Background: an optimization exercise with open tools, aiming at small area. Do not read the settings as production practice. Only simulation tests tie the RTL to the original design; equivalence was not proved.

## lane 2
Design lab1_chip, start of the top module:
module lab1_chip(
	input        clk,
	input        rst,
	input        key0,
	output [6:0] hex0,
	output [6:0] hex1
);
Size: about 17 I/O pins, roughly 0.0034 mm^2 of cells after synthesis.
==> module Top, before the edit <==
module Top(
    input i_clk,
    input i_rst,
    input i_start,
    output [3:0] o_random_out,
    output o_led_on
);
    reg [4:0]  phase;
    reg [15:0] s_clock;
    reg [3:0]  cur_number;
    wire [3:0] random;
    RngGen rngGen(
        .i_clk(i_clk),
        .i_rst(i_rst),
        .o_rnd(random)
    );
    wire idle  = phase[4] & phase[3] & (phase[2] | phase[1]);
    wire blink = phase[4] & ~idle;
    localparam [255:0] ROLL_END = {
        16'd47880, 16'd42561, 16'd37836, 16'd33633,
        16'd29898, 16'd26577, 16'd23625, 16'd21006,
        16'd18675, 16'd16605, 16'd14760, 16'd13122,
        16'd11664, 16'd10368, 16'd9216,  16'd8192
    };
    wire [15:0] tick_len = phase[4] ? 16'd32768 : ROLL_END[{phase[3:0], 4'd0} +: 16];
    wire tick_ended = &(s_clock | ~tick_len);
    wire tick_done  = ~idle & tick_ended;
    always @(posedge i_clk)
        s_clock <= (i_start | tick_done) ? 16'd0 : s_clock + 16'd1;
    always @(posedge i_clk) begin
        if (i_rst) begin
            phase <= 5'd26;
            cur_number <= '0;
        end else if (i_start) begin
            phase <= 5'd0;
        end else if (tick_done) begin
            phase <= phase + 5'd1;
            if (!phase[4])
                cur_number <= random;
        end
    end
    assign o_random_out = cur_number;
    assign o_led_on = ~(blink & phase[0]);
endmodule
export LEC_CHECK = 0
export ABC_AREA = 1
export CAP_MARGIN = 20
export CORE_MARGIN = 2
export CORE_UTILIZATION = 40
export SLEW_MARGIN = 20
create_clock -name core_clock -period 7.0 [get_ports {clk}]
standard.sh (not shown) runs the stock make flow with config.mk's settings and CLKGATE_MAP_FILE= SYNTH_SCRIPT=/design/flow/synth_recipe.tcl, a recipe that flattens the netlist after the stock synthesis.
==> flow/flow/run.sh <==
#!/bin/bash
# Own layout flow: the standard synthesis, then its combinational logic re-optimised for
# area (full adders in the polarity that needs the fewest inverters, then ABC with the
# flip-flops, full adders and tie cells kept as they are and the rest, half adders too,
# remapped), then the standard flow from the floorplan on, with smaller clock-tree and
# port buffers.
set -euo pipefail
W=$PWD
F=$W/flow
R=$W/orfs/results/$FLOW_PLATFORM/lab1_chip/base
LIB=$FLOW_HOME/platforms/sky130hd/lib/sky130_fd_sc_hd__tt_025C_1v80.lib
YOSYS=$FLOW_HOME/../tools/install/yosys/bin/yosys
[ -x "$YOSYS" ] || YOSYS=yosys

bash standard.sh synth > $W/run_synth.log 2>&1
cp $R/1_2_yosys.v $W/std_1_2_yosys.v

mkdir -p $W/reopt
python3 $F/libsplit.py $LIB $W/reopt "fa|conb" > $W/run_libsplit.log 2>&1
python3 $F/fapol.py $W/std_1_2_yosys.v $W/reopt/pol.v > $W/run_fapol.log 2>&1

DU=$(grep -o -- "-dont_use [A-Za-z0-9_]*" $W/orfs/logs/$FLOW_PLATFORM/lab1_chip/base/1_2_yosys.log | sort -u | tr '\n' ' ')
cat > $W/reopt/reopt.ys <<EOF
read_liberty -lib $W/reopt/box.lib
read_liberty -ignore_miss_func $W/reopt/logic.lib
read_verilog $W/reopt/pol.v
hierarchy -top $FLOW_TOP
flatten
opt_clean -purge
abc -liberty $LIB $DU -script "+strash;&get,-n;&deepsyn,-T,30;&put;&get,-n;&dch,-f;&nf,-R,1000,-a;&put"
opt_clean -purge
hilomap -singleton -hicell sky130_fd_sc_hd__conb_1 HI -locell sky130_fd_sc_hd__conb_1 LO
splitnets
opt_clean -purge
stat -liberty $LIB
write_verilog -noattr -nohex -nodec $W/reopt/reopt.v
EOF
$YOSYS -s $W/reopt/reopt.ys > $W/run_reopt.log 2>&1
cp $W/reopt/reopt.v $R/1_2_yosys.v
rm -f $R/1_synth.odb $R/1_synth.sdc

bash standard.sh finish \
  "CTS_ARGS=-sink_clustering_enable -repair_clock_nets -dont_use_dummy_load -buf_list sky130_fd_sc_hd__clkbuf_4" \
  "BUFFER_PORTS_ARGS=-buffer_cell sky130_fd_sc_hd__buf_1" > $W/run_finish.log 2>&1
Other scripts of this flow, unchanged in this note and not shown: flow/flow/fapol.py, flow/flow/libsplit.py
Modified inputs, lane 4 compared to lane 2
diff --git a/flow/design.v b/flow/design.v
--- a/flow/design.v
+++ b/flow/design.v
@@ -114,46 +114,53 @@
     input i_rst,
     input i_start,
     output [3:0] o_random_out,
     output o_led_on
 );
-    reg [4:0]  phase;
+    reg        run, blink;
+    reg [3:0]  ticks;
     reg [15:0] s_clock;
     reg [3:0]  cur_number;
     wire [3:0] random;
     RngGen rngGen(
         .i_clk(i_clk),
         .i_rst(i_rst),
         .o_rnd(random)
     );
-    wire idle  = phase[4] & phase[3] & (phase[2] | phase[1]);
-    wire blink = phase[4] & ~idle;
     localparam [255:0] ROLL_END = {
         16'd47880, 16'd42561, 16'd37836, 16'd33633,
         16'd29898, 16'd26577, 16'd23625, 16'd21006,
         16'd18675, 16'd16605, 16'd14760, 16'd13122,
         16'd11664, 16'd10368, 16'd9216,  16'd8192
     };
-    wire [15:0] tick_len = phase[4] ? 16'd32768 : ROLL_END[{phase[3:0], 4'd0} +: 16];
+    wire [15:0] tick_len = blink ? 16'd32768 : ROLL_END[{ticks, 4'd0} +: 16];
     wire tick_ended = &(s_clock | ~tick_len);
-    wire tick_done  = ~idle & tick_ended;
-    always @(posedge i_clk)
+    wire last_tick  = blink ? (ticks == 4'd9) : (ticks == 4'd15);
+    wire tick_done  = run & tick_ended;
+    always @(posedge i_clk) begin
         s_clock <= (i_start | tick_done) ? 16'd0 : s_clock + 16'd1;
+        ticks   <= i_start ? 4'd0 : ticks + {3'd0, tick_done};
+    end
     always @(posedge i_clk) begin
         if (i_rst) begin
-            phase <= 5'd26;
+            run <= 1'b0;
+            blink <= 1'b0;
             cur_number <= '0;
         end else if (i_start) begin
-            phase <= 5'd0;
+            run <= 1'b1;
+            blink <= 1'b0;
         end else if (tick_done) begin
-            phase <= phase + 5'd1;
-            if (!phase[4])
+            if (!blink)
                 cur_number <= random;
+            if (last_tick) begin
+                if (blink) run <= 1'b0;
+                blink <= ~blink;
+            end
         end
     end
     assign o_random_out = cur_number;
-    assign o_led_on = ~(blink & phase[0]);
+    assign o_led_on = ~(blink & ticks[0]);
 endmodule
 module lab1_chip(
 	input        clk,
 	input        rst,
 	input        key0,
Results
- Going from lane 2 to lane 4, smallest setup slack after layout fell 170 ps, clock sink count rose 1.8%, global-route met2 utilization fell 0.46 points.
- [compare] base=lane 2 new=lane 4: number of buffers outside the clock class in the layout shows a reduction of 1; worst hold slack across all endpoints now sits lower; synthesized cell area went up.

==> separate check: timing with driven ports <==
The flow's constraints put no driver on any port. The routed layouts listed below were extracted and timed again, unchanged, in two steps.
Step 1: set_driving_cell puts a clkbuf_16 on clk and a buf_2 on each other input, an assumption about the parent block.
Step 2 also shifts input and output timing later by t, the mid clock arrival at the registers, as if the neighbouring blocks saw the same clock.
a / b / c = no drivers / after step 1 / after step 2; a / b = the first two.
| run | t (ns) | setup WS [ns] | hold WS [ns] | clock arrival spread, ns | worst data-port slew with drivers (ns) |
|---|---|---|---|---|---|
| lane 2 | 0.413 | 0.593 / 0.593 / 0.593 | 0.423 / 0.423 / 0.423 | 0.035 / 0.034 | 0.03 |
| lane 4 | 0.414 | 0.423 / 0.423 / 0.423 | 0.417 / 0.417 / 0.417 | 0.033 / 0.034 | 0.03 |
After both steps setup and hold are still met in every run listed.
